Background: an optimization exercise with open tools, aiming at small area and a short achievable clock period. Do not read the settings as production practice. For this run, only the layout was checked, not whether the RTL still works. The flow treats the clock pin as an ideal source, which a real chip does not have. Power and IR drop assume default switching activity.

==> design/flow/design.v <==
`timescale 1ns / 1ps
module fa(input a, b, c, output s, co);
    assign s = a ^ b ^ c;
    assign co = (a & b) | (a & c) | (b & c);
endmodule
module ha(input a, b, output s, co);
    assign s = a ^ b;
    assign co = a & b;
endmodule
module Optimized_Wallace(
    input clk, rst,
    input [15:0] A, B,
    output reg [31:0] PRODUCT
);
    reg [15:0] ra;
    reg rb15;
    reg one0;
    reg two0;
    reg neg0;
    reg one1;
    reg two1;
    reg neg1;
    reg one2;
    reg two2;
    reg neg2;
    reg one3;
    reg two3;
    reg neg3;
    reg one4;
    reg two4;
    reg neg4;
    reg one5;
    reg two5;
    reg neg5;
    reg one6;
    reg two6;
    reg neg6;
    reg one7;
    reg two7;
    reg neg7;
    reg [92:0] r2;
    reg [46:0] r3;
    reg v1, v2, v3;
    wire pp1 = ((one0 & ra[0])) ^ neg0;
    wire pp2 = ((one0 & ra[1]) | (two0 & ra[0])) ^ neg0;
    wire pp3 = ((one0 & ra[2]) | (two0 & ra[1])) ^ neg0;
    wire pp4 = ((one0 & ra[3]) | (two0 & ra[2])) ^ neg0;
    wire pp5 = ((one0 & ra[4]) | (two0 & ra[3])) ^ neg0;
    wire pp6 = ((one0 & ra[5]) | (two0 & ra[4])) ^ neg0;
    wire pp7 = ((one0 & ra[6]) | (two0 & ra[5])) ^ neg0;
    wire pp8 = ((one0 & ra[7]) | (two0 & ra[6])) ^ neg0;
    wire pp9 = ((one0 & ra[8]) | (two0 & ra[7])) ^ neg0;
    wire pp10 = ((one0 & ra[9]) | (two0 & ra[8])) ^ neg0;
    wire pp11 = ((one0 & ra[10]) | (two0 & ra[9])) ^ neg0;
    wire pp12 = ((one0 & ra[11]) | (two0 & ra[10])) ^ neg0;
    wire pp13 = ((one0 & ra[12]) | (two0 & ra[11])) ^ neg0;
    wire pp14 = ((one0 & ra[13]) | (two0 & ra[12])) ^ neg0;
    wire pp15 = ((one0 & ra[14]) | (two0 & ra[13])) ^ neg0;
    wire pp16 = ((one0 & ra[15]) | (two0 & ra[14])) ^ neg0;
    wire pp17 = ((two0 & ra[15])) ^ neg0;
    wire ns18 = ~neg0;
    wire pp19 = ((one1 & ra[0])) ^ neg1;
    wire pp20 = ((one1 & ra[1]) | (two1 & ra[0])) ^ neg1;
    wire pp21 = ((one1 & ra[2]) | (two1 & ra[1])) ^ neg1;
    wire pp22 = ((one1 & ra[3]) | (two1 & ra[2])) ^ neg1;
    wire pp23 = ((one1 & ra[4]) | (two1 & ra[3])) ^ neg1;
    wire pp24 = ((one1 & ra[5]) | (two1 & ra[4])) ^ neg1;
    wire pp25 = ((one1 & ra[6]) | (two1 & ra[5])) ^ neg1;
    wire pp26 = ((one1 & ra[7]) | (two1 & ra[6])) ^ neg1;
    wire pp27 = ((one1 & ra[8]) | (two1 & ra[7])) ^ neg1;
    wire pp28 = ((one1 & ra[9]) | (two1 & ra[8])) ^ neg1;
    wire pp29 = ((one1 & ra[10]) | (two1 & ra[9])) ^ neg1;
    wire pp30 = ((one1 & ra[11]) | (two1 & ra[10])) ^ neg1;
    wire pp31 = ((one1 & ra[12]) | (two1 & ra[11])) ^ neg1;
    wire pp32 = ((one1 & ra[13]) | (two1 & ra[12])) ^ neg1;
    wire pp33 = ((one1 & ra[14]) | (two1 & ra[13])) ^ neg1;
    wire pp34 = ((one1 & ra[15]) | (two1 & ra[14])) ^ neg1;
    wire pp35 = ((two1 & ra[15])) ^ neg1;
    wire ns36 = ~neg1;
    wire pp37 = ((one2 & ra[0])) ^ neg2;
    wire pp38 = ((one2 & ra[1]) | (two2 & ra[0])) ^ neg2;
    wire pp39 = ((one2 & ra[2]) | (two2 & ra[1])) ^ neg2;
    wire pp40 = ((one2 & ra[3]) | (two2 & ra[2])) ^ neg2;
    wire pp41 = ((one2 & ra[4]) | (two2 & ra[3])) ^ neg2;
    wire pp42 = ((one2 & ra[5]) | (two2 & ra[4])) ^ neg2;
    wire pp43 = ((one2 & ra[6]) | (two2 & ra[5])) ^ neg2;
    wire pp44 = ((one2 & ra[7]) | (two2 & ra[6])) ^ neg2;
    wire pp45 = ((one2 & ra[8]) | (two2 & ra[7])) ^ neg2;
    wire pp46 = ((one2 & ra[9]) | (two2 & ra[8])) ^ neg2;
    wire pp47 = ((one2 & ra[10]) | (two2 & ra[9])) ^ neg2;
    wire pp48 = ((one2 & ra[11]) | (two2 & ra[10])) ^ neg2;
    wire pp49 = ((one2 & ra[12]) | (two2 & ra[11])) ^ neg2;
    wire pp50 = ((one2 & ra[13]) | (two2 & ra[12])) ^ neg2;
    wire pp51 = ((one2 & ra[14]) | (two2 & ra[13])) ^ neg2;
    wire pp52 = ((one2 & ra[15]) | (two2 & ra[14])) ^ neg2;
    wire pp53 = ((two2 & ra[15])) ^ neg2;
    wire ns54 = ~neg2;
    wire pp55 = ((one3 & ra[0])) ^ neg3;
    wire pp56 = ((one3 & ra[1]) | (two3 & ra[0])) ^ neg3;
    wire pp57 = ((one3 & ra[2]) | (two3 & ra[1])) ^ neg3;
    wire pp58 = ((one3 & ra[3]) | (two3 & ra[2])) ^ neg3;
    wire pp59 = ((one3 & ra[4]) | (two3 & ra[3])) ^ neg3;
    wire pp60 = ((one3 & ra[5]) | (two3 & ra[4])) ^ neg3;
    wire pp61 = ((one3 & ra[6]) | (two3 & ra[5])) ^ neg3;
    wire pp62 = ((one3 & ra[7]) | (two3 & ra[6])) ^ neg3;
    wire pp63 = ((one3 & ra[8]) | (two3 & ra[7])) ^ neg3;
    wire pp64 = ((one3 & ra[9]) | (two3 & ra[8])) ^ neg3;
    wire pp65 = ((one3 & ra[10]) | (two3 & ra[9])) ^ neg3;
    wire pp66 = ((one3 & ra[11]) | (two3 & ra[10])) ^ neg3;
    wire pp67 = ((one3 & ra[12]) | (two3 & ra[11])) ^ neg3;
    wire pp68 = ((one3 & ra[13]) | (two3 & ra[12])) ^ neg3;
    wire pp69 = ((one3 & ra[14]) | (two3 & ra[13])) ^ neg3;
    wire pp70 = ((one3 & ra[15]) | (two3 & ra[14])) ^ neg3;
    wire pp71 = ((two3 & ra[15])) ^ neg3;
    wire ns72 = ~neg3;
    wire pp73 = ((one4 & ra[0])) ^ neg4;
    wire pp74 = ((one4 & ra[1]) | (two4 & ra[0])) ^ neg4;
    wire pp75 = ((one4 & ra[2]) | (two4 & ra[1])) ^ neg4;
    wire pp76 = ((one4 & ra[3]) | (two4 & ra[2])) ^ neg4;
    wire pp77 = ((one4 & ra[4]) | (two4 & ra[3])) ^ neg4;
    wire pp78 = ((one4 & ra[5]) | (two4 & ra[4])) ^ neg4;
    wire pp79 = ((one4 & ra[6]) | (two4 & ra[5])) ^ neg4;
    wire pp80 = ((one4 & ra[7]) | (two4 & ra[6])) ^ neg4;
    wire pp81 = ((one4 & ra[8]) | (two4 & ra[7])) ^ neg4;
    wire pp82 = ((one4 & ra[9]) | (two4 & ra[8])) ^ neg4;
    wire pp83 = ((one4 & ra[10]) | (two4 & ra[9])) ^ neg4;
    wire pp84 = ((one4 & ra[11]) | (two4 & ra[10])) ^ neg4;
    wire pp85 = ((one4 & ra[12]) | (two4 & ra[11])) ^ neg4;
    wire pp86 = ((one4 & ra[13]) | (two4 & ra[12])) ^ neg4;
    wire pp87 = ((one4 & ra[14]) | (two4 & ra[13])) ^ neg4;
    wire pp88 = ((one4 & ra[15]) | (two4 & ra[14])) ^ neg4;
    wire pp89 = ((two4 & ra[15])) ^ neg4;
    wire ns90 = ~neg4;
    wire pp91 = ((one5 & ra[0])) ^ neg5;
    wire pp92 = ((one5 & ra[1]) | (two5 & ra[0])) ^ neg5;
    wire pp93 = ((one5 & ra[2]) | (two5 & ra[1])) ^ neg5;
    wire pp94 = ((one5 & ra[3]) | (two5 & ra[2])) ^ neg5;
    wire pp95 = ((one5 & ra[4]) | (two5 & ra[3])) ^ neg5;
    wire pp96 = ((one5 & ra[5]) | (two5 & ra[4])) ^ neg5;
    wire pp97 = ((one5 & ra[6]) | (two5 & ra[5])) ^ neg5;
    wire pp98 = ((one5 & ra[7]) | (two5 & ra[6])) ^ neg5;
    wire pp99 = ((one5 & ra[8]) | (two5 & ra[7])) ^ neg5;
    wire pp100 = ((one5 & ra[9]) | (two5 & ra[8])) ^ neg5;
    wire pp101 = ((one5 & ra[10]) | (two5 & ra[9])) ^ neg5;
    wire pp102 = ((one5 & ra[11]) | (two5 & ra[10])) ^ neg5;
    wire pp103 = ((one5 & ra[12]) | (two5 & ra[11])) ^ neg5;
    wire pp104 = ((one5 & ra[13]) | (two5 & ra[12])) ^ neg5;
    wire pp105 = ((one5 & ra[14]) | (two5 & ra[13])) ^ neg5;
    wire pp106 = ((one5 & ra[15]) | (two5 & ra[14])) ^ neg5;
    wire pp107 = ((two5 & ra[15])) ^ neg5;
    wire ns108 = ~neg5;
    wire pp109 = ((one6 & ra[0])) ^ neg6;
    wire pp110 = ((one6 & ra[1]) | (two6 & ra[0])) ^ neg6;
    wire pp111 = ((one6 & ra[2]) | (two6 & ra[1])) ^ neg6;
    wire pp112 = ((one6 & ra[3]) | (two6 & ra[2])) ^ neg6;
    wire pp113 = ((one6 & ra[4]) | (two6 & ra[3])) ^ neg6;
    wire pp114 = ((one6 & ra[5]) | (two6 & ra[4])) ^ neg6;
    wire pp115 = ((one6 & ra[6]) | (two6 & ra[5])) ^ neg6;
    wire pp116 = ((one6 & ra[7]) | (two6 & ra[6])) ^ neg6;
    wire pp117 = ((one6 & ra[8]) | (two6 & ra[7])) ^ neg6;
    wire pp118 = ((one6 & ra[9]) | (two6 & ra[8])) ^ neg6;
    wire pp119 = ((one6 & ra[10]) | (two6 & ra[9])) ^ neg6;
    wire pp120 = ((one6 & ra[11]) | (two6 & ra[10])) ^ neg6;
    wire pp121 = ((one6 & ra[12]) | (two6 & ra[11])) ^ neg6;
    wire pp122 = ((one6 & ra[13]) | (two6 & ra[12])) ^ neg6;
    wire pp123 = ((one6 & ra[14]) | (two6 & ra[13])) ^ neg6;
    wire pp124 = ((one6 & ra[15]) | (two6 & ra[14])) ^ neg6;
    wire pp125 = ((two6 & ra[15])) ^ neg6;
    wire ns126 = ~neg6;
    wire pp127 = ((one7 & ra[0])) ^ neg7;
    wire pp128 = ((one7 & ra[1]) | (two7 & ra[0])) ^ neg7;
    wire pp129 = ((one7 & ra[2]) | (two7 & ra[1])) ^ neg7;
    wire pp130 = ((one7 & ra[3]) | (two7 & ra[2])) ^ neg7;
    wire pp131 = ((one7 & ra[4]) | (two7 & ra[3])) ^ neg7;
    wire pp132 = ((one7 & ra[5]) | (two7 & ra[4])) ^ neg7;
    wire pp133 = ((one7 & ra[6]) | (two7 & ra[5])) ^ neg7;
    wire pp134 = ((one7 & ra[7]) | (two7 & ra[6])) ^ neg7;
    wire pp135 = ((one7 & ra[8]) | (two7 & ra[7])) ^ neg7;
    wire pp136 = ((one7 & ra[9]) | (two7 & ra[8])) ^ neg7;
    wire pp137 = ((one7 & ra[10]) | (two7 & ra[9])) ^ neg7;
    wire pp138 = ((one7 & ra[11]) | (two7 & ra[10])) ^ neg7;
    wire pp139 = ((one7 & ra[12]) | (two7 & ra[11])) ^ neg7;
    wire pp140 = ((one7 & ra[13]) | (two7 & ra[12])) ^ neg7;
    wire pp141 = ((one7 & ra[14]) | (two7 & ra[13])) ^ neg7;
    wire pp142 = ((one7 & ra[15]) | (two7 & ra[14])) ^ neg7;
    wire pp143 = ((two7 & ra[15])) ^ neg7;
    wire ns144 = ~neg7;
    wire pp145 = rb15 & ra[0];
    wire pp146 = rb15 & ra[1];
    wire pp147 = rb15 & ra[2];
    wire pp148 = rb15 & ra[3];
    wire pp149 = rb15 & ra[4];
    wire pp150 = rb15 & ra[5];
    wire pp151 = rb15 & ra[6];
    wire pp152 = rb15 & ra[7];
    wire pp153 = rb15 & ra[8];
    wire pp154 = rb15 & ra[9];
    wire pp155 = rb15 & ra[10];
    wire pp156 = rb15 & ra[11];
    wire pp157 = rb15 & ra[12];
    wire pp158 = rb15 & ra[13];
    wire pp159 = rb15 & ra[14];
    wire pp160 = rb15 & ra[15];
    wire s161, c162;
    fa u_s161 (.a(pp3), .b(pp19), .c(neg1), .s(s161), .co(c162));
    wire s163, c164;
    fa u_s163 (.a(pp5), .b(pp21), .c(pp37), .s(s163), .co(c164));
    wire s165, c166;
    fa u_s165 (.a(pp6), .b(pp22), .c(pp38), .s(s165), .co(c166));
    wire s167, c168;
    fa u_s167 (.a(pp7), .b(pp23), .c(pp39), .s(s167), .co(c168));
    wire s169, c170;
    fa u_s169 (.a(pp8), .b(pp24), .c(pp40), .s(s169), .co(c170));
    wire s171, c172;
    fa u_s171 (.a(pp9), .b(pp25), .c(pp41), .s(s171), .co(c172));
    wire s173, c174;
    fa u_s173 (.a(pp57), .b(pp73), .c(neg4), .s(s173), .co(c174));
    wire s175, c176;
    fa u_s175 (.a(pp10), .b(pp26), .c(pp42), .s(s175), .co(c176));
    wire s177, c178;
    fa u_s177 (.a(pp11), .b(pp27), .c(pp43), .s(s177), .co(c178));
    wire s179, c180;
    fa u_s179 (.a(pp59), .b(pp75), .c(pp91), .s(s179), .co(c180));
    wire s181, c182;
    fa u_s181 (.a(pp12), .b(pp28), .c(pp44), .s(s181), .co(c182));
    wire s183, c184;
    fa u_s183 (.a(pp60), .b(pp76), .c(pp92), .s(s183), .co(c184));
    wire s185, c186;
    fa u_s185 (.a(pp13), .b(pp29), .c(pp45), .s(s185), .co(c186));
    wire s187, c188;
    fa u_s187 (.a(pp61), .b(pp77), .c(pp93), .s(s187), .co(c188));
    wire s189, c190;
    fa u_s189 (.a(pp14), .b(pp30), .c(pp46), .s(s189), .co(c190));
    wire s191, c192;
    fa u_s191 (.a(pp62), .b(pp78), .c(pp94), .s(s191), .co(c192));
    wire s193, c194;
    fa u_s193 (.a(pp15), .b(pp31), .c(pp47), .s(s193), .co(c194));
    wire s195, c196;
    fa u_s195 (.a(pp63), .b(pp79), .c(pp95), .s(s195), .co(c196));
    wire s197, c198;
    fa u_s197 (.a(pp111), .b(pp127), .c(neg7), .s(s197), .co(c198));
    wire s199, c200;
    fa u_s199 (.a(pp16), .b(pp32), .c(pp48), .s(s199), .co(c200));
    wire s201, c202;
    fa u_s201 (.a(pp64), .b(pp80), .c(pp96), .s(s201), .co(c202));
    wire s203, c204;
    ha u_s203 (.a(pp112), .b(pp128), .s(s203), .co(c204));
    wire s205, c206;
    fa u_s205 (.a(pp17), .b(pp33), .c(pp49), .s(s205), .co(c206));
    wire s207, c208;
    fa u_s207 (.a(pp65), .b(pp81), .c(pp97), .s(s207), .co(c208));
    wire s209, c210;
    fa u_s209 (.a(pp113), .b(pp129), .c(pp145), .s(s209), .co(c210));
    wire s211, c212;
    fa u_s211 (.a(neg0), .b(pp34), .c(pp50), .s(s211), .co(c212));
    wire s213, c214;
    fa u_s213 (.a(pp66), .b(pp82), .c(pp98), .s(s213), .co(c214));
    wire s215, c216;
    fa u_s215 (.a(pp114), .b(pp130), .c(pp146), .s(s215), .co(c216));
    wire s217, c218;
    fa u_s217 (.a(neg0), .b(pp35), .c(pp51), .s(s217), .co(c218));
    wire s219, c220;
    fa u_s219 (.a(pp67), .b(pp83), .c(pp99), .s(s219), .co(c220));
    wire s221, c222;
    fa u_s221 (.a(pp115), .b(pp131), .c(pp147), .s(s221), .co(c222));
    wire s223, c224;
    fa u_s223 (.a(ns18), .b(ns36), .c(pp52), .s(s223), .co(c224));
    wire s225, c226;
    fa u_s225 (.a(pp68), .b(pp84), .c(pp100), .s(s225), .co(c226));
    wire s227, c228;
    fa u_s227 (.a(pp116), .b(pp132), .c(pp148), .s(s227), .co(c228));
    wire s229 = ~(pp53 ^ pp69);
    wire c230 = pp53 | pp69;
    wire s231, c232;
    fa u_s231 (.a(pp85), .b(pp101), .c(pp117), .s(s231), .co(c232));
    wire s233, c234;
    ha u_s233 (.a(pp133), .b(pp149), .s(s233), .co(c234));
    wire s235, c236;
    fa u_s235 (.a(ns54), .b(pp70), .c(pp86), .s(s235), .co(c236));
    wire s237, c238;
    fa u_s237 (.a(pp102), .b(pp118), .c(pp134), .s(s237), .co(c238));
    wire s239 = ~(pp71 ^ pp87);
    wire c240 = pp71 | pp87;
    wire s241, c242;
    fa u_s241 (.a(pp103), .b(pp119), .c(pp135), .s(s241), .co(c242));
    wire s243, c244;
    fa u_s243 (.a(ns72), .b(pp88), .c(pp104), .s(s243), .co(c244));
    wire s245, c246;
    fa u_s245 (.a(pp120), .b(pp136), .c(pp152), .s(s245), .co(c246));
    wire s247 = ~(pp89 ^ pp105);
    wire c248 = pp89 | pp105;
    wire s249, c250;
    fa u_s249 (.a(pp121), .b(pp137), .c(pp153), .s(s249), .co(c250));
    wire s251, c252;
    fa u_s251 (.a(ns90), .b(pp106), .c(pp122), .s(s251), .co(c252));
    wire s253 = ~(pp107 ^ pp123);
    wire c254 = pp107 | pp123;
    wire s255, c256;
    fa u_s255 (.a(ns108), .b(pp124), .c(pp140), .s(s255), .co(c256));
    wire s257 = ~(pp125 ^ pp141);
    wire c258 = pp125 | pp141;
    wire s259, c260;
    fa u_s259 (.a(ns126), .b(pp142), .c(pp158), .s(s259), .co(c260));
    wire s261 = ~(pp143 ^ pp159);
    wire c262 = pp143 | pp159;
    wire s263, c264;
    fa u_s263 (.a(c162), .b(pp4), .c(pp20), .s(s263), .co(c264));
    wire s265, c266;
    fa u_s265 (.a(c166), .b(s167), .c(pp55), .s(s265), .co(c266));
    wire s267, c268;
    fa u_s267 (.a(c168), .b(s169), .c(pp56), .s(s267), .co(c268));
    wire s269, c270;
    fa u_s269 (.a(c170), .b(s171), .c(s173), .s(s269), .co(c270));
    wire s271, c272;
    fa u_s271 (.a(c172), .b(c174), .c(s175), .s(s271), .co(c272));
    wire s273, c274;
    fa u_s273 (.a(c176), .b(s177), .c(s179), .s(s273), .co(c274));
    wire s275, c276;
    fa u_s275 (.a(c178), .b(c180), .c(s181), .s(s275), .co(c276));
    wire s277, c278;
    fa u_s277 (.a(c182), .b(c184), .c(s185), .s(s277), .co(c278));
    wire s279, c280;
    fa u_s279 (.a(s187), .b(pp109), .c(neg6), .s(s279), .co(c280));
    wire s281, c282;
    fa u_s281 (.a(c186), .b(c188), .c(s189), .s(s281), .co(c282));
    wire s283, c284;
    ha u_s283 (.a(s191), .b(pp110), .s(s283), .co(c284));
    wire s285, c286;
    fa u_s285 (.a(c190), .b(c192), .c(s193), .s(s285), .co(c286));
    wire s287, c288;
    ha u_s287 (.a(s195), .b(s197), .s(s287), .co(c288));
    wire s289, c290;
    fa u_s289 (.a(c194), .b(c196), .c(c198), .s(s289), .co(c290));
    wire s291, c292;
    fa u_s291 (.a(s199), .b(s201), .c(s203), .s(s291), .co(c292));
    wire s293, c294;
    fa u_s293 (.a(c200), .b(c202), .c(c204), .s(s293), .co(c294));
    wire s295, c296;
    fa u_s295 (.a(s205), .b(s207), .c(s209), .s(s295), .co(c296));
    wire s297, c298;
    fa u_s297 (.a(c206), .b(c208), .c(c210), .s(s297), .co(c298));
    wire s299, c300;
    fa u_s299 (.a(s211), .b(s213), .c(s215), .s(s299), .co(c300));
    wire s301, c302;
    fa u_s301 (.a(c212), .b(c214), .c(c216), .s(s301), .co(c302));
    wire s303, c304;
    fa u_s303 (.a(s217), .b(s219), .c(s221), .s(s303), .co(c304));
    wire s305, c306;
    fa u_s305 (.a(c218), .b(c220), .c(c222), .s(s305), .co(c306));
    wire s307, c308;
    fa u_s307 (.a(s223), .b(s225), .c(s227), .s(s307), .co(c308));
    wire s309, c310;
    fa u_s309 (.a(c224), .b(c226), .c(c228), .s(s309), .co(c310));
    wire s311, c312;
    fa u_s311 (.a(s229), .b(s231), .c(s233), .s(s311), .co(c312));
    wire s313, c314;
    fa u_s313 (.a(c230), .b(c232), .c(c234), .s(s313), .co(c314));
    wire s315, c316;
    fa u_s315 (.a(s235), .b(s237), .c(pp150), .s(s315), .co(c316));
    wire s317, c318;
    fa u_s317 (.a(c236), .b(c238), .c(s239), .s(s317), .co(c318));
    wire s319, c320;
    ha u_s319 (.a(s241), .b(pp151), .s(s319), .co(c320));
    wire s321, c322;
    fa u_s321 (.a(c240), .b(c242), .c(s243), .s(s321), .co(c322));
    wire s323, c324;
    fa u_s323 (.a(c244), .b(c246), .c(s247), .s(s323), .co(c324));
    wire s325, c326;
    fa u_s325 (.a(c248), .b(c250), .c(s251), .s(s325), .co(c326));
    wire s327, c328;
    fa u_s327 (.a(c252), .b(s253), .c(pp139), .s(s327), .co(c328));
    wire s329, c330;
    fa u_s329 (.a(c254), .b(s255), .c(pp156), .s(s329), .co(c330));
    wire s331, c332;
    fa u_s331 (.a(c256), .b(s257), .c(pp157), .s(s331), .co(c332));
    wire s333, c334;
    fa u_s333 (.a(c262), .b(ns144), .c(pp160), .s(s333), .co(c334));
    wire s335, c336;
    fa u_s335 (.a(r2[5]), .b(r2[6]), .c(r2[7]), .s(s335), .co(c336));
    wire s337, c338;
    fa u_s337 (.a(r2[16]), .b(r2[17]), .c(r2[18]), .s(s337), .co(c338));
    wire s339, c340;
    fa u_s339 (.a(r2[20]), .b(r2[21]), .c(r2[22]), .s(s339), .co(c340));
    wire s341, c342;
    fa u_s341 (.a(r2[23]), .b(r2[24]), .c(r2[25]), .s(s341), .co(c342));
    wire s343, c344;
    fa u_s343 (.a(r2[26]), .b(r2[27]), .c(r2[28]), .s(s343), .co(c344));
    wire s345, c346;
    fa u_s345 (.a(r2[29]), .b(r2[30]), .c(r2[31]), .s(s345), .co(c346));
    wire s347, c348;
    fa u_s347 (.a(r2[33]), .b(r2[34]), .c(r2[35]), .s(s347), .co(c348));
    wire s349, c350;
    fa u_s349 (.a(r2[37]), .b(r2[38]), .c(r2[39]), .s(s349), .co(c350));
    wire s351, c352;
    fa u_s351 (.a(r2[41]), .b(r2[42]), .c(r2[43]), .s(s351), .co(c352));
    wire s353, c354;
    fa u_s353 (.a(r2[45]), .b(r2[46]), .c(r2[47]), .s(s353), .co(c354));
    wire s355, c356;
    fa u_s355 (.a(r2[49]), .b(r2[50]), .c(r2[51]), .s(s355), .co(c356));
    wire s357, c358;
    fa u_s357 (.a(r2[53]), .b(r2[54]), .c(r2[55]), .s(s357), .co(c358));
    wire s359, c360;
    fa u_s359 (.a(r2[57]), .b(r2[58]), .c(r2[59]), .s(s359), .co(c360));
    wire s361, c362;
    fa u_s361 (.a(r2[61]), .b(r2[62]), .c(r2[63]), .s(s361), .co(c362));
    wire s363, c364;
    fa u_s363 (.a(r2[65]), .b(r2[66]), .c(r2[67]), .s(s363), .co(c364));
    wire s365, c366;
    fa u_s365 (.a(r2[69]), .b(r2[70]), .c(r2[71]), .s(s365), .co(c366));
    wire s367, c368;
    fa u_s367 (.a(r2[73]), .b(r2[74]), .c(r2[75]), .s(s367), .co(c368));
    wire s369, c370;
    fa u_s369 (.a(r2[76]), .b(r2[77]), .c(r2[78]), .s(s369), .co(c370));
    wire s371, c372;
    fa u_s371 (.a(r2[80]), .b(r2[81]), .c(r2[82]), .s(s371), .co(c372));
    wire s373, c374;
    fa u_s373 (.a(r2[87]), .b(r2[88]), .c(r2[89]), .s(s373), .co(c374));
    wire s375, c376;
    fa u_s375 (.a(c336), .b(r2[8]), .c(r2[9]), .s(s375), .co(c376));
    wire s377, c378;
    ha u_s377 (.a(r2[10]), .b(r2[11]), .s(s377), .co(c378));
    wire s379, c380;
    ha u_s379 (.a(r2[12]), .b(r2[13]), .s(s379), .co(c380));
    wire s381, c382;
    ha u_s381 (.a(r2[14]), .b(r2[15]), .s(s381), .co(c382));
    wire s383, c384;
    ha u_s383 (.a(s337), .b(r2[19]), .s(s383), .co(c384));
    wire s385, c386;
    ha u_s385 (.a(c338), .b(s339), .s(s385), .co(c386));
    wire s387, c388;
    ha u_s387 (.a(c340), .b(s341), .s(s387), .co(c388));
    wire s389, c390;
    ha u_s389 (.a(c342), .b(s343), .s(s389), .co(c390));
    wire s391, c392;
    fa u_s391 (.a(c344), .b(s345), .c(r2[32]), .s(s391), .co(c392));
    wire s393, c394;
    fa u_s393 (.a(c346), .b(s347), .c(r2[36]), .s(s393), .co(c394));
    wire s395, c396;
    fa u_s395 (.a(c348), .b(s349), .c(r2[40]), .s(s395), .co(c396));
    wire s397, c398;
    fa u_s397 (.a(c350), .b(s351), .c(r2[44]), .s(s397), .co(c398));
    wire s399, c400;
    fa u_s399 (.a(c352), .b(s353), .c(r2[48]), .s(s399), .co(c400));
    wire s401, c402;
    fa u_s401 (.a(c354), .b(s355), .c(r2[52]), .s(s401), .co(c402));
    wire s403, c404;
    fa u_s403 (.a(c356), .b(s357), .c(r2[56]), .s(s403), .co(c404));
    wire s405, c406;
    fa u_s405 (.a(c358), .b(s359), .c(r2[60]), .s(s405), .co(c406));
    wire s407, c408;
    fa u_s407 (.a(c360), .b(s361), .c(r2[64]), .s(s407), .co(c408));
    wire s409, c410;
    fa u_s409 (.a(c362), .b(s363), .c(r2[68]), .s(s409), .co(c410));
    wire s411, c412;
    fa u_s411 (.a(c364), .b(s365), .c(r2[72]), .s(s411), .co(c412));
    wire s413, c414;
    ha u_s413 (.a(c366), .b(s367), .s(s413), .co(c414));
    wire s415, c416;
    fa u_s415 (.a(c368), .b(s369), .c(r2[79]), .s(s415), .co(c416));
    wire s417, c418;
    ha u_s417 (.a(c370), .b(s371), .s(s417), .co(c418));
    wire s419, c420;
    fa u_s419 (.a(c372), .b(r2[83]), .c(r2[84]), .s(s419), .co(c420));
    wire s421, c422;
    ha u_s421 (.a(r2[85]), .b(r2[86]), .s(s421), .co(c422));
    wire s423, c424;
    fa u_s423 (.a(c374), .b(r2[90]), .c(r2[91]), .s(s423), .co(c424));
    wire g425, p426;
    ha u_p426 (.a(r2[0]), .b(r2[1]), .s(p426), .co(g425));
    wire g427, p428;
    ha u_p428 (.a(c376), .b(s377), .s(p428), .co(g427));
    wire g429, p430;
    ha u_p430 (.a(c378), .b(s379), .s(p430), .co(g429));
    wire g431, p432;
    ha u_p432 (.a(c380), .b(s381), .s(p432), .co(g431));
    wire g433, p434;
    ha u_p434 (.a(c382), .b(s383), .s(p434), .co(g433));
    wire g435, p436;
    ha u_p436 (.a(c384), .b(s385), .s(p436), .co(g435));
    wire g437, p438;
    ha u_p438 (.a(c386), .b(s387), .s(p438), .co(g437));
    wire g439, p440;
    ha u_p440 (.a(c388), .b(s389), .s(p440), .co(g439));
    wire g441, p442;
    ha u_p442 (.a(c390), .b(s391), .s(p442), .co(g441));
    wire g443, p444;
    ha u_p444 (.a(c392), .b(s393), .s(p444), .co(g443));
    wire g445, p446;
    ha u_p446 (.a(c394), .b(s395), .s(p446), .co(g445));
    wire g447, p448;
    ha u_p448 (.a(c396), .b(s397), .s(p448), .co(g447));
    wire g449, p450;
    ha u_p450 (.a(c398), .b(s399), .s(p450), .co(g449));
    wire g451, p452;
    ha u_p452 (.a(c400), .b(s401), .s(p452), .co(g451));
    wire g453, p454;
    ha u_p454 (.a(c402), .b(s403), .s(p454), .co(g453));
    wire g455, p456;
    ha u_p456 (.a(c404), .b(s405), .s(p456), .co(g455));
    wire g457, p458;
    ha u_p458 (.a(c406), .b(s407), .s(p458), .co(g457));
    wire g459, p460;
    ha u_p460 (.a(c408), .b(s409), .s(p460), .co(g459));
    wire g461, p462;
    ha u_p462 (.a(c410), .b(s411), .s(p462), .co(g461));
    wire g463, p464;
    ha u_p464 (.a(c412), .b(s413), .s(p464), .co(g463));
    wire g465, p466;
    ha u_p466 (.a(c414), .b(s415), .s(p466), .co(g465));
    wire g467, p468;
    ha u_p468 (.a(c416), .b(s417), .s(p468), .co(g467));
    wire g469, p470;
    ha u_p470 (.a(c418), .b(s419), .s(p470), .co(g469));
    wire g471, p472;
    ha u_p472 (.a(c420), .b(s421), .s(p472), .co(g471));
    wire g473, p474;
    ha u_p474 (.a(c422), .b(s373), .s(p474), .co(g473));
    wire g475, p476;
    ha u_p476 (.a(c424), .b(r2[92]), .s(p476), .co(g475));
    wire t477 = p426 | g425;
    wire t478 = p428 | g427;
    wire t479 = p430 | g429;
    wire t480 = p432 | g431;
    wire t481 = p434 | g433;
    wire t482 = p436 | g435;
    wire t483 = p438 | g437;
    wire t484 = p440 | g439;
    wire t485 = p442 | g441;
    wire t486 = p444 | g443;
    wire t487 = p446 | g445;
    wire t488 = p448 | g447;
    wire t489 = p450 | g449;
    wire G490 = 1'b0 | (r2[2] & g425);
    wire P491 = r2[2] & t477;
    wire G492 = 1'b0 | (r2[4] & 1'b0);
    wire P493 = r2[4] & r2[3];
    wire G494 = 1'b0 | (s375 & 1'b0);
    wire P495 = s375 & s335;
    wire G496 = g429 | (t479 & g427);
    wire P497 = t479 & t478;
    wire G498 = g433 | (t481 & g431);
    wire P499 = t481 & t480;
    wire G500 = g437 | (t483 & g435);
    wire P501 = t483 & t482;
    wire G502 = g441 | (t485 & g439);
    wire P503 = t485 & t484;
    wire G504 = g445 | (t487 & g443);
    wire P505 = t487 & t486;
    wire G506 = g449 | (t489 & g447);
    wire P507 = t489 & t488;
    wire G508 = 1'b0 | (r2[3] & G490);
    wire P509 = r2[3] & P491;
    wire G510 = G492 | (P493 & G490);
    wire P511 = P493 & P491;
    wire G512 = g427 | (t478 & G494);
    wire P513 = t478 & P495;
    wire G514 = G496 | (P497 & G494);
    wire P515 = P497 & P495;
    wire G516 = g435 | (t482 & G498);
    wire P517 = t482 & P499;
    wire G518 = G500 | (P501 & G498);
    wire P519 = P501 & P499;
    wire G520 = g443 | (t486 & G502);
    wire P521 = t486 & P503;
    wire G522 = G504 | (P505 & G502);
    wire P523 = P505 & P503;
    wire G524 = 1'b0 | (s335 & G510);
    wire P525 = s335 & P511;
    wire G526 = G494 | (P495 & G510);
    wire P527 = P495 & P511;
    wire G528 = G512 | (P513 & G510);
    wire P529 = P513 & P511;
    wire G530 = G514 | (P515 & G510);
    wire P531 = P515 & P511;
    wire G532 = g439 | (t484 & G518);
    wire P533 = t484 & P519;
    wire G534 = G502 | (P503 & G518);
    wire P535 = P503 & P519;
    wire G536 = G520 | (P521 & G518);
    wire P537 = P521 & P519;
    wire G538 = G522 | (P523 & G518);
    wire P539 = P523 & P519;
    wire G540 = g431 | (t480 & G530);
    wire P541 = t480 & P531;
    wire G542 = G498 | (P499 & G530);
    wire P543 = P499 & P531;
    wire G544 = G516 | (P517 & G530);
    wire P545 = P517 & P531;
    wire G546 = G518 | (P519 & G530);
    wire P547 = P519 & P531;
    wire G548 = G532 | (P533 & G530);
    wire P549 = P533 & P531;
    wire G550 = G534 | (P535 & G530);
    wire P551 = P535 & P531;
    wire G552 = G536 | (P537 & G530);
    wire P553 = P537 & P531;
    wire G554 = G538 | (P539 & G530);
    wire P555 = P539 & P531;
    wire G556 = g447 | (t488 & G554);
    wire P557 = t488 & P555;
    wire G558 = G506 | (P507 & G554);
    wire P559 = P507 & P555;
    wire sum560 = p426;
    wire sum561 = r2[2] ^ g425;
    wire sum562 = r2[3] ^ G490;
    wire sum563 = r2[4] ^ G508;
    wire sum564 = s335 ^ G510;
    wire sum565 = s375 ^ G524;
    wire sum566 = p428 ^ G526;
    wire sum567 = p430 ^ G528;
    wire sum568 = p432 ^ G530;
    wire sum569 = p434 ^ G540;
    wire sum570 = p436 ^ G542;
    wire sum571 = p438 ^ G544;
    wire sum572 = p440 ^ G546;
    wire sum573 = p442 ^ G548;
    wire sum574 = p444 ^ G550;
    wire sum575 = p446 ^ G552;
    wire sum576 = p448 ^ G554;
    wire sum577 = p450 ^ G556;
    wire t578 = r3[19] | r3[20];
    wire t579 = r3[21] | r3[22];
    wire t580 = r3[23] | r3[24];
    wire t581 = r3[25] | r3[26];
    wire t582 = r3[27] | r3[28];
    wire t583 = r3[29] | r3[30];
    wire t584 = r3[31] | r3[32];
    wire t585 = r3[33] | r3[34];
    wire t586 = r3[35] | r3[36];
    wire t587 = r3[37] | r3[38];
    wire t588 = r3[39] | r3[40];
    wire t589 = r3[41] | r3[42];
    wire t590 = r3[43] | r3[44];
    wire t591 = r3[45] | r3[46];
    wire g592 = r3[20] | (r3[19] & r3[18]);
    wire G593 = r3[22] | (t579 & g592);
    wire P594 = t579 & t578;
    wire G595 = r3[26] | (t581 & r3[24]);
    wire P596 = t581 & t580;
    wire G597 = r3[30] | (t583 & r3[28]);
    wire P598 = t583 & t582;
    wire G599 = r3[34] | (t585 & r3[32]);
    wire P600 = t585 & t584;
    wire G601 = r3[38] | (t587 & r3[36]);
    wire P602 = t587 & t586;
    wire G603 = r3[42] | (t589 & r3[40]);
    wire P604 = t589 & t588;
    wire G605 = r3[46] | (t591 & r3[44]);
    wire P606 = t591 & t590;
    wire G607 = G595 | (P596 & G593);
    wire P608 = P596 & P594;
    wire G609 = G599 | (P600 & G597);
    wire P610 = P600 & P598;
    wire G611 = G603 | (P604 & G601);
    wire P612 = P604 & P602;
    wire G613 = G609 | (P610 & G607);
    wire P614 = P610 & P608;
    wire G615 = G611 | (P612 & G613);
    wire P616 = P612 & P614;
    wire G617 = G597 | (P598 & G607);
    wire P618 = P598 & P608;
    wire G619 = G601 | (P602 & G613);
    wire P620 = P602 & P614;
    wire G621 = G605 | (P606 & G615);
    wire P622 = P606 & P616;
    wire G623 = r3[24] | (t580 & G593);
    wire P624 = t580 & P594;
    wire G625 = r3[28] | (t582 & G607);
    wire P626 = t582 & P608;
    wire G627 = r3[32] | (t584 & G617);
    wire P628 = t584 & P618;
    wire G629 = r3[36] | (t586 & G613);
    wire P630 = t586 & P614;
    wire G631 = r3[40] | (t588 & G619);
    wire P632 = t588 & P620;
    wire G633 = r3[44] | (t590 & G615);
    wire P634 = t590 & P616;
    wire sum635 = r3[19] ^ r3[18];
    wire sum636 = r3[21] ^ g592;
    wire sum637 = r3[23] ^ G593;
    wire sum638 = r3[25] ^ G623;
    wire sum639 = r3[27] ^ G607;
    wire sum640 = r3[29] ^ G625;
    wire sum641 = r3[31] ^ G617;
    wire sum642 = r3[33] ^ G627;
    wire sum643 = r3[35] ^ G613;
    wire sum644 = r3[37] ^ G629;
    wire sum645 = r3[39] ^ G619;
    wire sum646 = r3[41] ^ G631;
    wire sum647 = r3[43] ^ G615;
    wire sum648 = r3[45] ^ G633;
    wire [31:0] sum = {sum648, sum647, sum646, sum645, sum644, sum643, sum642, sum641, sum640, sum639, sum638, sum637, sum636, sum635, r3[17], r3[16], r3[15], r3[14], r3[13], r3[12], r3[11], r3[10], r3[9], r3[8], r3[7], r3[6], r3[5], r3[4], r3[3], r3[2], r3[1], r3[0]};
    always @(posedge clk or posedge rst) begin
        if (rst) begin
            v1 <= 1'b0; v2 <= 1'b0; v3 <= 1'b0;
            PRODUCT <= 32'd0;
        end else begin
            v1 <= 1'b1; v2 <= v1; v3 <= v2;
            PRODUCT <= sum & {32{v3}};
        end
    end
    always @(posedge clk) begin
        ra <= A;
        rb15 <= B[15];
        one0 <= B[0] ^ 1'b0;
        two0 <= (B[1] & ~B[0] & ~1'b0) | (~B[1] & B[0] & 1'b0);
        neg0 <= B[1] & ~(B[0] & 1'b0);
        one1 <= B[2] ^ B[1];
        two1 <= (B[3] & ~B[2] & ~B[1]) | (~B[3] & B[2] & B[1]);
        neg1 <= B[3] & ~(B[2] & B[1]);
        one2 <= B[4] ^ B[3];
        two2 <= (B[5] & ~B[4] & ~B[3]) | (~B[5] & B[4] & B[3]);
        neg2 <= B[5] & ~(B[4] & B[3]);
        one3 <= B[6] ^ B[5];
        two3 <= (B[7] & ~B[6] & ~B[5]) | (~B[7] & B[6] & B[5]);
        neg3 <= B[7] & ~(B[6] & B[5]);
        one4 <= B[8] ^ B[7];
        two4 <= (B[9] & ~B[8] & ~B[7]) | (~B[9] & B[8] & B[7]);
        neg4 <= B[9] & ~(B[8] & B[7]);
        one5 <= B[10] ^ B[9];
        two5 <= (B[11] & ~B[10] & ~B[9]) | (~B[11] & B[10] & B[9]);
        neg5 <= B[11] & ~(B[10] & B[9]);
        one6 <= B[12] ^ B[11];
        two6 <= (B[13] & ~B[12] & ~B[11]) | (~B[13] & B[12] & B[11]);
        neg6 <= B[13] & ~(B[12] & B[11]);
        one7 <= B[14] ^ B[13];
        two7 <= (B[15] & ~B[14] & ~B[13]) | (~B[15] & B[14] & B[13]);
        neg7 <= B[15] & ~(B[14] & B[13]);
        r2 <= {s333, s261, c260, s259, c258, c332, s331, c330, s329, c328, pp155, s327, c326, pp154, pp138, s325, c324, s249, s323, c322, s245, s321, c320, c318, s319, s317, c316, c314, s315, s313, c312, c310, s311, s309, c308, c306, s307, s305, c304, c302, s303, s301, c300, c298, s299, s297, c296, c294, s295, s293, c292, c290, s291, s289, c288, c286, s287, s285, c284, c282, s283, s281, c280, c278, s279, s277, c276, s183, s275, c274, neg5, s273, c272, pp74, pp58, s271, c270, s269, c268, s267, c266, neg3, s265, s165, c164, neg2, s163, c264, s263, s161, pp2, neg0, pp1};
        r3 <= {g475, p476, 1'b0, s423, g473, p474, g471, p472, g469, p470, g467, p468, g465, p466, g463, p464, g461, p462, g459, p460, g457, p458, g455, p456, g453, p454, g451, p452, G558, sum577, sum576, sum575, sum574, sum573, sum572, sum571, sum570, sum569, sum568, sum567, sum566, sum565, sum564, sum563, sum562, sum561, sum560};
    end
endmodule
==> design/flow/flow/run.sh <==
#!/bin/bash
set -euo pipefail
export BUFFER_PORTS_ARGS="-buffer_cell sky130_fd_sc_hd__buf_1"
bash standard.sh cts > flow_cts.log 2>&1
export RES=$PWD/orfs/results/sky130hd/Optimized_Wallace/base
export PLATFORM_DIR=$FLOW_HOME/platforms/sky130hd
export R1_LEAVES=2 R2_LEAVES=4 R3_LEAVES=3 P_LEAVES=2
openroad -no_splash -exit flow/skew.tcl > skew_eco.log 2>&1
bash standard.sh finish > flow_make.log 2>&1
==> design/flow/flow/skew.tcl <==
set res $::env(RES)
read_lef $::env(PLATFORM_DIR)/lef/sky130_fd_sc_hd.tlef
read_lef $::env(PLATFORM_DIR)/lef/sky130_fd_sc_hd_merged.lef
read_liberty $::env(PLATFORM_DIR)/lib/sky130_fd_sc_hd__tt_025C_1v80.lib
read_db $res/4_cts.odb
read_sdc $res/4_cts.sdc
source $::env(PLATFORM_DIR)/setRC.tcl
set db [ord::get_db]
set block [ord::get_db_block]
set root [$block findNet clknet_0_clk]

proc master {n} { return [[ord::get_db] findMaster sky130_fd_sc_hd__$n] }
set uid 0
proc newbuf {type innet x y} {
  global block uid
  incr uid
  set inst [odb::dbInst_create $block [master $type] "cksk_buf_$uid"]
  set net [odb::dbNet_create $block "cksk_net_$uid"]
  $net setSigType CLOCK
  [$inst findITerm A] connect $innet
  [$inst findITerm X] connect $net
  $inst setLocation [expr int($x)] [expr int($y)]
  $inst setPlacementStatus PLACED
  return $net
}
proc flops {pats} {
  global block
  set out {}
  foreach inst [$block getInsts] {
    set n [$inst getName]
    foreach p $pats { if {[string match $p $n]} { lappend out $inst; break } }
  }
  return $out
}
proc centroid {insts} {
  set sx 0; set sy 0
  foreach i $insts { set b [$i getBBox]; set sx [expr $sx + [$b xMin]]; set sy [expr $sy + [$b yMin]] }
  set n [llength $insts]
  return [list [expr $sx / $n] [expr $sy / $n]]
}
# chain: list of buffer types from the root; the last one is repeated per leaf cluster
proc branch {name pats chain nleaf} {
  global root
  set fl [flops $pats]
  set fl [lsort -command {apply {{a b} {expr {[[$a getBBox] xMin] - [[$b getBBox] xMin]}}}} $fl]
  set c [centroid $fl]
  set net $root
  if {![llength $chain]} {
    foreach f $fl { set it [$f findITerm CLK]; $it disconnect; $it connect $root }
    puts "branch $name: [llength $fl] flops on the root net"
    return
  }
  foreach t [lrange $chain 0 end-1] { set net [newbuf $t $net [lindex $c 0] [lindex $c 1]] }
  set per [expr {([llength $fl] + $nleaf - 1) / $nleaf}]
  for {set k 0} {$k < $nleaf} {incr k} {
    set grp [lrange $fl [expr $k*$per] [expr ($k+1)*$per - 1]]
    if {![llength $grp]} continue
    set cc [centroid $grp]
    set leaf [newbuf [lindex $chain end] $net [lindex $cc 0] [lindex $cc 1]]
    foreach f $grp {
      set it [$f findITerm CLK]
      $it disconnect
      $it connect $leaf
    }
  }
  puts "branch $name: [llength $fl] flops, chain $chain x $nleaf"
}

# Build a branch, measure the mean clock latency of its flops, and undo it.
set created {}
proc newbuf2 {type innet x y} {
  global created
  set net [newbuf $type $innet $x $y]
  lappend created $net
  return $net
}
proc build {fl chain nleaf} {
  global root created
  set created {}
  set c [centroid $fl]
  set net $root
  foreach t [lrange $chain 0 end-1] { set net [newbuf2 $t $net [lindex $c 0] [lindex $c 1]] }
  set per [expr {([llength $fl] + $nleaf - 1) / $nleaf}]
  for {set k 0} {$k < $nleaf} {incr k} {
    set grp [lrange $fl [expr $k*$per] [expr ($k+1)*$per - 1]]
    if {![llength $grp]} continue
    set cc [centroid $grp]
    set leaf [newbuf2 [lindex $chain end] $net [lindex $cc 0] [lindex $cc 1]]
    foreach f $grp { set it [$f findITerm CLK]; $it disconnect; $it connect $leaf }
  }
}
proc undo {fl orig} {
  global created
  foreach f $fl o $orig { set it [$f findITerm CLK]; $it disconnect; $it connect $o }
  foreach net [lreverse $created] {
    foreach it [$net getITerms] { if {[$it isOutputSignal]} { set inst [$it getInst] } }
    odb::dbInst_destroy $inst
    odb::dbNet_destroy $net
  }
  set created {}
}
proc meanlat {fl} {
  estimate_parasitics -placement
  set s 0.0
  foreach f $fl { set s [expr {$s + [get_property [get_pins "[$f getName]/CLK"] arrival_max_rise]}] }
  return [expr {$s / [llength $fl]}]
}
proc tune {name pats target nleaf} {
  set fl [flops $pats]
  set fl [lsort -command {apply {{a b} {expr {[[$a getBBox] xMin] - [[$b getBBox] xMin]}}}} $fl]
  set orig {}
  foreach f $fl { lappend orig [[$f findITerm CLK] getNet] }
  set best {}
  set besterr 1e9
  set bestn $nleaf
  foreach nl [list $nleaf [expr {$nleaf + 1}]] {
    foreach first {{} clkbuf_1 clkbuf_2 clkbuf_8 clkbuf_16} {
      for {set n 0} {$n <= 14} {incr n} {
        set chain [concat $first [lrepeat $n clkbuf_4] clkbuf_16]
        build $fl $chain $nl
        set lat [meanlat $fl]
        undo $fl $orig
        set err [expr {abs($lat - $target)}]
        puts "tune $name: $chain x $nl -> [format %.3f $lat] (target [format %.3f $target])"
        if {$err < $besterr} { set besterr $err; set best $chain; set bestn $nl }
        if {$lat > $target + 0.2} break
      }
    }
  }
  build $fl $best $bestn
  puts "tune $name: chose $best x $bestn, latency [format %.3f [meanlat $fl]]"
}


proc worst_req {pins} {
  set w 100.0
  foreach p $pins { set s [get_property $p slack_max]; if {$s < $w} { set w $s } }
  return [expr {3.0 - $w}]
}
proc mean_lat_pats {pats} {
  set fl [flops $pats]
  set s 0.0
  foreach f $fl { set s [expr {$s + [get_property [get_pins "[$f getName]/CLK"] arrival_max_rise]}] }
  return [expr {$s / [llength $fl]}]
}
estimate_parasitics -placement
set_propagated_clock [all_clocks]
set R1 {ra* rb15* one* two* neg* r1*}
set lat0 [list [mean_lat_pats $R1] [mean_lat_pats {r2*}] [mean_lat_pats {r3*}] [mean_lat_pats {PRODUCT*}]]
set S1 [worst_req [get_pins -hierarchical r2*/D]]
set S2 [worst_req [get_pins -hierarchical r3*/D]]
set S3 [worst_req [get_pins -hierarchical PRODUCT*/D]]
set So [expr {3.0 - [get_property [lindex [find_timing_paths -to [all_outputs]] 0] slack]}]
set D1 [expr {$S1 - [lindex $lat0 0] + [lindex $lat0 1]}]
set D2 [expr {$S2 - [lindex $lat0 1] + [lindex $lat0 2]}]
set D3 [expr {$S3 - [lindex $lat0 2] + [lindex $lat0 3]}]
set Do [expr {$So - [lindex $lat0 3]}]
puts "stages: D1 $D1 D2 $D2 D3 $D3 Do $Do latencies $lat0"
branch r1 $R1 {clkbuf_16} $::env(R1_LEAVES)
set x1 [mean_lat_pats $R1]
set P [expr {($D1 + $D2 + $D3 + $Do + $x1) / 4.0}]
set x2 [expr {$x1 + $D1 - $P}]
set x3 [expr {$x2 + $D2 - $P}]
set x4 [expr {$x3 + $D3 - $P}]
puts "plan: P $P x1 $x1 x2 $x2 x3 $x3 x4 $x4"
tune r2 {r2*} $x2 $::env(R2_LEAVES)
tune r3 {r3*} $x3 $::env(R3_LEAVES)
tune prod {PRODUCT*} $x4 $::env(P_LEAVES)

# remove clock buffers left without sinks
set changed 1
while {$changed} {
  set changed 0
  foreach inst [$block getInsts] {
    set m [[$inst getMaster] getName]
    if {![string match "*clkbuf*" $m] && ![string match "*clkinv*" $m]} continue
    set x [$inst findITerm X]
    if {$x eq "NULL"} { set x [$inst findITerm Y] }
    if {$x eq "NULL"} continue
    set n [$x getNet]
    if {$n eq "NULL"} continue
    if {[llength [$n getITerms]] <= 1 && [llength [$n getBTerms]] == 0} {
      puts "removing [$inst getName]"
      odb::dbInst_destroy $inst
      odb::dbNet_destroy $n
      set changed 1
    }
  }
}
detailed_placement
check_placement
estimate_parasitics -placement
set_propagated_clock [all_clocks]
catch { report_checks -path_delay max -group_path_count 3 -format end }
catch { report_clock_skew }
foreach p {ra[0]* one0* r2[0]* r3[0]* PRODUCT[0]* v1*} {
  catch { foreach pin [get_pins -quiet $p/CLK] { puts "latency [get_full_name $pin] [get_property $pin arrival_max_rise]" } }
}
write_db $res/4_cts.odb
==> design/flow/standard.sh <==
#!/bin/bash
# synth_recipe.tcl (not shown) runs the flow's synth.tcl, then flattens the netlist and writes it again
# the make line also repeats each setting of config.mk as NAME=value (left out here)
make -C /OpenROAD-flow-scripts/flow DESIGN_CONFIG=/design/flow/config.mk WORK_HOME=/design/flow/orfs CLKGATE_MAP_FILE= SYNTH_SCRIPT=/design/flow/synth_recipe.tcl "${@:-finish}"
==> design/flow/config.mk <==
export PLATFORM = sky130hd
export DESIGN_NAME = Optimized_Wallace
export DESIGN_NICKNAME = Optimized_Wallace
export VERILOG_FILES = /design/flow/design.v
export SDC_FILE = /design/flow/constraint.sdc
export NUM_CORES = 4
export LEC_CHECK = 0
export CAP_MARGIN = 20
export CORE_MARGIN = 2
export CORE_UTILIZATION = 60
export CTS_BUF_LIST = sky130_fd_sc_hd__clkbuf_16
export CTS_CLUSTER_DIAMETER = 100
export CTS_CLUSTER_SIZE = 25
export SETUP_SLACK_MARGIN = 1.4
export SLEW_MARGIN = 20
export SYNTH_HIERARCHICAL = 1
export SYNTH_MINIMUM_KEEP_SIZE = 0
export TNS_END_PERCENT = 0
==> design/flow/constraint.sdc <==
create_clock -name core_clock -period 3.0 [get_ports {clk}]
set_input_delay 0.6000 -clock core_clock [delete_from_list [all_inputs] [get_ports {clk}]]
set_output_delay 0.6000 -clock core_clock [all_outputs]
set_load 0.01 [all_outputs]
==> results by group <==
GRT
  • Overall routing resource usage: 25.02%
  • Number of global-route vias before repair: 7245
  • Initial antenna violation count: 0
  • First-pass GRT wire length: 38.38 mm
  • Largest net degree at the start of global routing: 36
  • GR Overflow Total: 0

Setup path
  • Setup crit start kind: flop
  • Critical path required time: 3.23 ns
  • CP endpoint kind: flop
  • Max Fanout on Critical Path: 17
  • WS Path Type: reg2reg
  • Worst EP arrival: 2.71 ns

Synthesis
  • Post-Synth XOR/XNOR Area: 12.36%
  • Synth top area cells: dfxtp_1, fa_1, xnor2_1
  • Syn. warnings: 7
  • Post-synthesis compound-gate area fraction: 10.73%
  • Register bit total from synthesis: 214
  • Ys async rst share: 16.36%
  • Top-area cell type share of the netlist area: 32.43%
  • Main synth FF type: dfxtp_1
  • Synth Cell Area: 11050 um^2
  • Syn avg cell area: 11.91 um^2
  • Area leader, netlist: dfxtp_1
  • Synth Area in Simple Gates: 5.910%
  • Post-synthesis sequential area ratio: 40.35%
  • Synth Instances: 928
  • Combinational family with the most area after synthesis: adder cells
  • Post-Synth Adder-Cell Area: 26.79%
  • Syn_nets: 1132
  • Mux cell area share after synthesis: 0.1812%
  • EDFF count, synth: 0
  • Netlist cell types: 42

Routing
  • Final wirelength: 23.72 mm
  • Post-route DRC: 0
  • Vias per Instance: 5.778
  • First-iteration detailed-routing DRC count: 624
  • ANT nets after route: 0
  • Drt pass-1 iters: 7
  • WL/cell: 19.59 um
  • Via count: 6997

STA
  • Clock Skews: 0.8214 ns
  • RSZ-0062 raised after global routing: yes
  • Final Cycle Share: 82.67%
  • Fin. Hold Viols: 1
  • Worst Hold Slack: -0.01373 ns
  • Max Slew Vio Count: 0
  • Final setup TNS: 0 ns
  • Slew @ Worst Pin: 0.8297 ns
  • Fmax: 0.4032 GHz
  • Relative slew slack: 44.69%
  • Final setup viols: 0
  • Min cycle time layout: 2.480 ns

Power and ir drop
  • Worst IR drop on VDD: 1240 uV
  • PD cells: 1123 nW/um^2
  • Leak: 4.984 nW
  • Power Total: 13.77 mW

Final layout
  • Area Growth Syn to Fin: 11.04%
  • Share of cells above drive strength 1: 7.434%
  • Antenna Cells: 0
  • Final nets: 1181
  • Post-Layout Cell Count: 1211

Floorplanning
  • I/O Pins: 66
  • Starting density of the core: 61.31%
  • Die area: 19520 um^2
  • Die height: 139.7 um
  • Die X: 139.7 um
  • Total core area: 18020 um^2
  • Number of cell rows: 49

Clock network
  • Max Buffers Root-to-Sink: 3
  • CTS Root Cell: clkbuf_16
  • H-tree Lvls: 1
  • Clock transition at path regs: 0.09 ns
  • Clk sinks: 214
  • CTS tree: built
  • CTS buffer count: 12
  • Clock latency on the worst-skew pair: 1.29 ns

Placed design
  • Final HPWL DP: 16.25 mm
  • Dpl cells: 1152
  • Port bufs: 65
  • GP Congestion: 0.8989

Status
  • Blocking Checks: hold timing
  • Status: finished with violations

Flow run
  • Max_cap viols: 0

Hold path
  • Hold Path Class: reg2reg
-- worst max-delay path, cell delays in order, from the launching register on --
cell and delay [ns]:
dfxtp_1 0.84, a22oi_1 0.24, xnor2_1 0.21, fa_1 0.56, fa_1 0.47
-- power breakdown --
part	internal, mW	leakage [nW]	total (mW)	switching [mW]
Combinational	3.32	2.71	6.73	3.41
Clock	1.36	0.325	2.45	1.09
Sequential	3.99	1.95	4.59	0.609
Total	8.66	4.98	13.8	5.11
-- sequential cells by signal (all words and copies together), names as in the netlist, 16 cells and up --
signal / flops
PRODUCT: 32
r2: 93
r3: 45
ra: 16
-- metrics by stage --
step	setup WS, ns	utilization (%)	instance area (um^2)
2_1_floorplan	0.3329	-	11070
3_3_place_gp	0.2319	63.25	11400
3_5_place_dp	0.1667	63.25	11400
4_1_cts	0.1682	65.39	11790
5_1_grt	0.5185	68.08	12270
6_report	0.5199	68.08	12270
-- path summary, 6_finish.rpt --
check,from,to,slack [ns],cells after the start
min in group asynchronous,rst,PRODUCT[27],0.49,6
max in group asynchronous,rst,v1,1.75,5
max,ra[5],r2[48],0.52,4
max reg2reg,ra[5],r2[48],0.52,4
min reg2reg,r3[16],PRODUCT[16],-0.01,1
min,r3[16],PRODUCT[16],-0.01,1
-- synth_stat cells, types with 2 or more instances --
| cell type | number |
|---|---|
| a21o_1 | 4 |
| a21oi_1 | 9 |
| a22oi_1 | 121 |
| and2_1 | 44 |
| and3_1 | 3 |
| buf_1 | 3 |
| clkbuf_1 | 81 |
| dfrtp_1 | 35 |
| dfxtp_1 | 179 |
| fa_1 | 111 |
| ha_1 | 59 |
| inv_1 | 23 |
| mux2i_1 | 2 |
| nand2_1 | 23 |
| nand2b_1 | 12 |
| nand3_1 | 3 |
| nand3b_1 | 7 |
| nor2_1 | 9 |
| nor2b_1 | 8 |
| o21a_1 | 2 |
| o21ai_0 | 14 |
| o22a_1 | 2 |
| xnor2_1 | 144 |
| xor2_1 | 12 |
-- modules after synthesis (local to each module, per instance) --
module	copies in the design	area, um^2
Optimized_Wallace	1	8315
ha	41	12.51
fa	111	20.02
-- cell families after synthesis --
logic type	after synthesis
AO/OA/AOI/OAI	163
XOR/XNOR	156
adder cells (fa/ha/maj)	170
buffers and inverters	107
flip-flops	214
multiplexers	2
other	1
AND/OR/NAND/NOR	115
-- cell type report --
class | count | area [um^2]
Sequential cell | 214 | 4479
Clock buffer | 10 | 250.2
Buffer | 20 | 336.6
Clock inverter | 6 | 30.03
Multi-Input combinational cell | 607 | 6207
Timing Repair Buffer | 102 | 594.3
Inverter | 23 | 86.33
Fill cell | 1336 | 5754
Tap cell | 229 | 286.5
-- layer usage --
layer / GRT usage [%] / up-vias / wire length [um]
met1: 34.98 / 3475 / 10410
met2: 40.13 / 322 / 10950
met4: 6.789 / 0 / 429
met5: 0 / - / 0
met3: 5.127 / 38 / 1927
li1: - / 3162 / -
-- layout by cell type (no fill, tap or decap), types with 14 or more instances in the layout --
master / instances
and2_1: 44
xnor2_1: 144
dlygate4sd3_1: 18
a22oi_1: 121
ha_1: 58
buf_1: 63
clkbuf_16: 21
dfxtp_2: 16
buf_4: 17
dfxtp_1: 163
o21ai_0: 14
inv_1: 27
fa_1: 109
nand2_1: 23
dfrtp_1: 35
-- timing repair --
| action | CTS | global route |
|---|---|---|
| endpoints found under the hold margin | 0 | 48 |
| setup endpoints to repair | 123 | 128 |
| gates resized for setup | 0 | 18 |
| pin swaps | 4 | 0 |
| buffers inserted | 4 | 0 |
| hold buffers | 0 | 19 |

re-timing with driven ports:
Ports are ideal in the flow. The routed layout listed here was re-timed in OpenROAD. Step 1, drivers: a clkbuf_16 drives clk and a buf_2 each remaining input, both assumed. Step 2, shift: input delay + t, output delay - t, t = (earliest + latest rising clock arrival at the registers) / 2. This alone moves slack from input paths to output paths. a / b / c = ideal / step 1 / step 2; a / b = the first two.
t, ns: 0.874
setup slack, ns: 0.520 / 0.520 / 0.520
hold slack, ns: -0.014 / -0.014 / -0.014
clock arrival spread, ns: 0.929 / 0.928
worst slew at a driven data input, ns: 0.03
pins driven straight from the clock port: 1
Clock arrivals are far apart in this run, so t is only a midpoint there and step 2 fits no single register. The setup slack of this run moves by 0.000 ns with the drivers and by 0.000 ns with both steps.
